This is an optimization exercise on Yosys and OpenROAD, whose aim is small area, not a production implementation.
Only simulation tests tie the RTL to the original design; equivalence was not proved.
Power is estimated from default activity; no workload was simulated.

== run A ==
## fc_top
module fc_top 
  #(
    parameter integer C_S00_AXIS_TDATA_WIDTH = 32
  )
  (
    input wire CLK,
    input wire RESETN,
    output wire S_AXIS_TREADY,
    input wire [C_S00_AXIS_TDATA_WIDTH-1 : 0] S_AXIS_TDATA,
    input wire [(C_S00_AXIS_TDATA_WIDTH/8)-1 : 0] S_AXIS_TKEEP, 
    input wire S_AXIS_TUSER, 
    input wire S_AXIS_TLAST, 
    input wire S_AXIS_TVALID, 
    input wire M_AXIS_TREADY, 
    output wire M_AXIS_TUSER, 
    output wire [C_S00_AXIS_TDATA_WIDTH-1 : 0] M_AXIS_TDATA, 
    output wire [(C_S00_AXIS_TDATA_WIDTH/8)-1 : 0] M_AXIS_TKEEP, 
    output wire M_AXIS_TLAST, 
    output wire M_AXIS_TVALID, 
    input wire [31:0] PADDR, 
    input wire PENABLE, 
    input wire PSEL, 
    input wire PWRITE, 
    input wire [31:0] PWDATA, 
    output wire [31:0] PRDATA, 
    output wire PREADY, 
    output wire PSLVERR
  );
  wire fc_start;
  wire fc_done;
  wire [31:0] clk_counter;
  wire [31:0] max_index;
  assign PREADY = 1'b1;
  assign PSLVERR = 1'b0;
  wire [2:0] fc_cmd;            
  wire F_writedone;             
  wire B_writedone;             
  wire cal_done;                
  wire [31:0] num_input_words;  
  wire [31:0] num_output_words; 
  clk_counter_fc u_clk_counter(
    .clk   (CLK),
    .rstn  (RESETN),
    .start (fc_start),
    .done  (fc_done),
    .clk_counter (clk_counter)
  );
  fc_apb u_fc_apb(
    .PCLK    (CLK),
    .PRESETB (RESETN),
    .PADDR   ({16'd0,PADDR[15:0]}),
    .PSEL    (PSEL),
    .PENABLE (PENABLE),
    .PWRITE  (PWRITE),
  ...
==> flow/config.mk <==
export PLATFORM = sky130hd
export DESIGN_NAME = fc_top
export DESIGN_NICKNAME = fc_top
export VERILOG_FILES = /design/flow/design.v
export SDC_FILE = /design/flow/constraint.sdc
export NUM_CORES = 4
export LEC_CHECK = 0
export CAP_MARGIN = 20
export CORE_MARGIN = 2
export CORE_UTILIZATION = 55
export PLACE_DENSITY = 0.7
export SLEW_MARGIN = 20
==> flow/constraint.sdc <==
create_clock -name core_clock -period 22.0 [get_ports {CLK}]
set_input_delay 4.4000 -clock core_clock [delete_from_list [all_inputs] [get_ports {CLK}]]
set_output_delay 4.4000 -clock core_clock [all_outputs]
set_load 0.01 [all_outputs]
standard.sh (not shown) runs the stock make flow with config.mk's settings and CLKGATE_MAP_FILE= SYNTH_SCRIPT=/design/flow/synth_recipe.tcl, a recipe that flattens the netlist after the stock synthesis.
==> flow/flow/run.sh <==
#!/bin/bash
# Layout flow: the standard flow (standard.sh) with three changes.
#  - Synthesis: the standard synthesis script, except that ABC maps the logic
#    with flow/area.abc (area-oriented mapping with don't-care optimisation)
#    instead of ORFS's abc_speed script. Registers are mapped before ABC runs,
#    so they are the standard synthesis's.
#  - Clock tree: no dummy loads, clkbuf_4 only, sink clusters of up to 8
#    flip-flops within 40 um.
#  - Port buffers: buf_1.
# make's output goes to make_finish.log; ORFS writes each step's log under orfs/logs.
set -euo pipefail
W=$(pwd)
F=$W/flow
# ORFS's synth.tcl with only the ABC script changed
sed 's|^  log_cmd abc {\*}\$abc_args$|  log_cmd abc {*}[lreplace $abc_args 1 1 $::env(FLOW_ABC_SCRIPT)]|' \
  "$FLOW_HOME/scripts/synth.tcl" > "$W/orfs_synth_area.tcl"
grep -q 'FLOW_ABC_SCRIPT' "$W/orfs_synth_area.tcl"
sed "s|source \$::env(SCRIPTS_DIR)/synth.tcl|source $W/orfs_synth_area.tcl|" \
  "$W/synth_recipe.tcl" > "$W/flow_synth.tcl"
grep -q 'orfs_synth_area.tcl' "$W/flow_synth.tcl"
export FLOW_ABC_SCRIPT=$F/area.abc
CTS="-sink_clustering_enable -repair_clock_nets -dont_use_dummy_load"
CTS="$CTS -buf_list sky130_fd_sc_hd__clkbuf_4 -sink_clustering_size 8 -sink_clustering_max_diameter 40"
bash standard.sh "SYNTH_SCRIPT=$W/flow_synth.tcl" "CTS_ARGS=$CTS" \
  "BUFFER_PORTS_ARGS=-buffer_cell sky130_fd_sc_hd__buf_1" ${FLOW_TARGETS:-finish} > make_finish.log 2>&1
==> flow/flow/area.abc <==
strash
dc2
&get -n
&st
&dch -f
&nf -a
&put
mfs2
&get -n
&st
&dch -f
&nf -a
&put
Run A | stages: all done | timing, DRC, antenna: all pass
### run A -> run B
diff --git a/flow/design.v b/flow/design.v
--- a/flow/design.v
+++ b/flow/design.v
@@ -138,51 +138,45 @@
   localparam S_WAIT_CMD  = 3'd5;
   reg [2:0] state;
   reg [2:0] prev_command;
   reg s_ready_reg;
   reg m_axis_tvalid;
   reg m_axis_tlast;
   reg [6:0] cnt;         
   reg [6:0] neuron_idx;  
   reg [23:0] acc_n;      
   reg [6:0] cur_max;
   reg [6:0] max_idx;
-  reg [31:0] feat0 [0:15];         
-  reg [31:0] ring [1:3][0:15];     
-  reg [3:0] ring_rot [1:3];
+  reg [31:0] buf_feature [0:63];
   reg [31:0] buf_bias    [0:15];
   reg [6:0]  buf_res     [0:63];    
   wire [6:0] nin  = num_input_words[6:0];
   wire [4:0] nout = num_output_words[4:0];
   assign S_AXIS_TREADY = s_ready_reg;
   assign M_AXIS_TVALID = m_axis_tvalid;
   assign M_AXIS_TLAST  = m_axis_tlast;
   assign M_AXIS_TUSER  = 1'b0;
   assign M_AXIS_TKEEP  = 4'hF;
   assign max_index     = {25'd0, max_idx};
   wire s_fire = S_AXIS_TVALID & s_ready_reg;
   wire last_in_word = (cnt == nin - 7'd1);
   wire sending = (state == S_SEND_RES);
   wire send_fire = sending & m_axis_tvalid & M_AXIS_TREADY;
-  wire [15:0] f_sel = 16'd1 << cnt[3:0];
-  reg [31:0] fw0;
+  wire [63:0] f_sel = 64'd1 << cnt[5:0];
+  reg [31:0] fw;
   integer q;
   always @(*) begin
-    fw0 = 32'd0;
-    for (q = 0; q < 16; q = q + 1)
-      fw0 = fw0 | (feat0[q] & {32{f_sel[q]}});
+    fw = 32'd0;
+    for (q = 0; q < 64; q = q + 1)
+      fw = fw | (buf_feature[q] & {32{f_sel[q]}});
   end
-  wire [1:0] grp = cnt[5:4];
-  wire [31:0] fw = (grp == 2'd0) ? fw0 :
-                   (grp == 2'd1) ? ring[1][0] :
-                   (grp == 2'd2) ? ring[2][0] : ring[3][0];
   wire use_acc = (cnt != 7'd0);    
   wire [23:0] sum_n;               
   fc_dot u_dot (
     .w       (S_AXIS_TDATA),
     .f       (fw),
     .acc_n   (acc_n),
     .use_acc (use_acc),
     .last    (last_in_word),
     .bias    (bias_byte),
     .sum_n   (sum_n)
   );
@@ -192,58 +186,38 @@
   always @(*) begin
     bias_byte = 8'd0;
     for (q = 0; q < 64; q = q + 1)
       bias_byte = bias_byte | (buf_bias[q/4][8*(q%4) +: 8] & {8{b_sel[q]}});
   end
   wire [6:0] final_val = biased[23] ? 7'd0 : (|biased[22:13]) ? 7'd127 : biased[12:6];
   wire feat_we = (state == S_LOAD_FEAT) & s_fire;
   wire bias_we = (state == S_LOAD_BIAS) & s_fire;
   wire res_we  = (state == S_CALC_W) & s_fire & last_in_word;
   integer j, b;
   always @(posedge clk) begin
-    if (feat_we && grp == 2'd0) feat0[cnt[3:0]] <= S_AXIS_TDATA;
+    if (feat_we) buf_feature[cnt[5:0]] <= S_AXIS_TDATA;
     if (bias_we) buf_bias[cnt[3:0]] <= S_AXIS_TDATA;
     for (j = 0; j < 16; j = j + 1)
       for (b = 0; b < 4; b = b + 1)
         if (res_we && neuron_idx[5:2] == j &&
             (neuron_idx[1:0] == b || neuron_idx[1:0] == 2'd0))
           buf_res[4*j+b] <= (neuron_idx[1:0] == b) ? final_val : 7'd0;
   end
   wire [15:0] r_sel = {15'd0, sending} << cnt[3:0];
   reg [27:0] rw;
   always @(*) begin
     rw = 28'd0;
     for (q = 0; q < 16; q = q + 1)
       rw = rw | ({buf_res[4*q+3], buf_res[4*q+2], buf_res[4*q+1], buf_res[4*q]} & {28{r_sel[q]}});
   end
   assign M_AXIS_TDATA = {1'b0, rw[27:21], 1'b0, rw[20:14], 1'b0, rw[13:7], 1'b0, rw[6:0]};
-  wire feat_busy = (state == S_LOAD_FEAT) || (state == S_CALC_W);
-  wire calc_fire = (state == S_CALC_W) & s_fire;
-  reg [3:1] ring_step, ring_load;
-  integer g, p;
-  always @(*) begin
-    for (g = 1; g <= 3; g = g + 1) begin
-      ring_load[g] = feat_we && grp == g;
-      ring_step[g] = ring_load[g] || (calc_fire && grp == g) ||
-                     (ring_rot[g] != 4'd0 && !(feat_busy && grp == g));
-    end
-  end
-  always @(posedge clk) begin
-    for (g = 1; g <= 3; g = g + 1)
-      if (ring_step[g]) begin
-        ring_rot[g] <= ring_rot[g] + 4'd1;
-        for (p = 0; p < 15; p = p + 1)
-          ring[g][p] <= ring[g][p+1];
-        ring[g][15] <= ring_load[g] ? S_AXIS_TDATA : ring[g][0];
-      end
-  end
   wire phase_start = fc_start && ((state == S_IDLE) ||
                      (state == S_WAIT_CMD && COMMAND != prev_command));
   always @(posedge clk) begin
     if (state == S_CALC_W && s_fire)
       acc_n <= sum_n;
   end
   always @(posedge clk) begin
     if (phase_start && COMMAND == 3'b100)
       neuron_idx <= 7'd0;
     else if (state == S_CALC_W && s_fire && last_in_word) begin
       neuron_idx <= neuron_idx + 7'd1;
- Measured against each other, run B and run A differ in sequential share of layout area, the higher figure coming from run A.
- As of run B, total core area had risen by a few percent compared to run A.
- Looking at largest fanout on the critical path, run B sits below run A.
- Looking at run B and run A, the part of the total power dissipated in the clock network is a wash.
- Final area, run B and run A, higher one = run B.
- Run A → run B: fraction of area in multi-input gates has increased, share of the cycle needed by the critical path after routing has increased.
- Number of inserted diodes | run B above run A
- In run B relative to run A, total routed wirelength had gone up by more than half.
- Run A consumes less power than run B.

afterwards: timing with drivers on the ports:
The results above use ideal ports. As a check the final layouts listed here were re-extracted and re-timed, cells and wires unchanged. Step 1, drivers: a clkbuf_16 drives CLK and a buf_2 each remaining input, both assumed. Step 2 times the ports against the registers' clock, not the clock port: input delays grow and output delays shrink by t, the midpoint of the rising clock arrivals with the driver on. Slacks: ideal ports / drivers / drivers and shift; pairs: ideal ports / drivers.
| run | shift t [ns] | setup slack, ns | latest minus earliest clock arrival (ns) | slew at the worst register clock pin (ns) | worst data-port slew with drivers (ns) |
|---|---|---|---|---|---|
| run A | 1.488 | 4.032 / 4.032 / 2.754 | 0.245 / 0.244 | 0.10 / 0.10 | 0.10 |
| run B | 1.615 | 2.679 / 2.679 / 2.431 | 0.258 / 0.257 | 0.10 / 0.10 | 0.21 |
After both steps every run listed still meets setup and hold. The setup slack of run A, which loses most, moves by 0.000 ns with the drivers and by -1.278 ns with both steps.
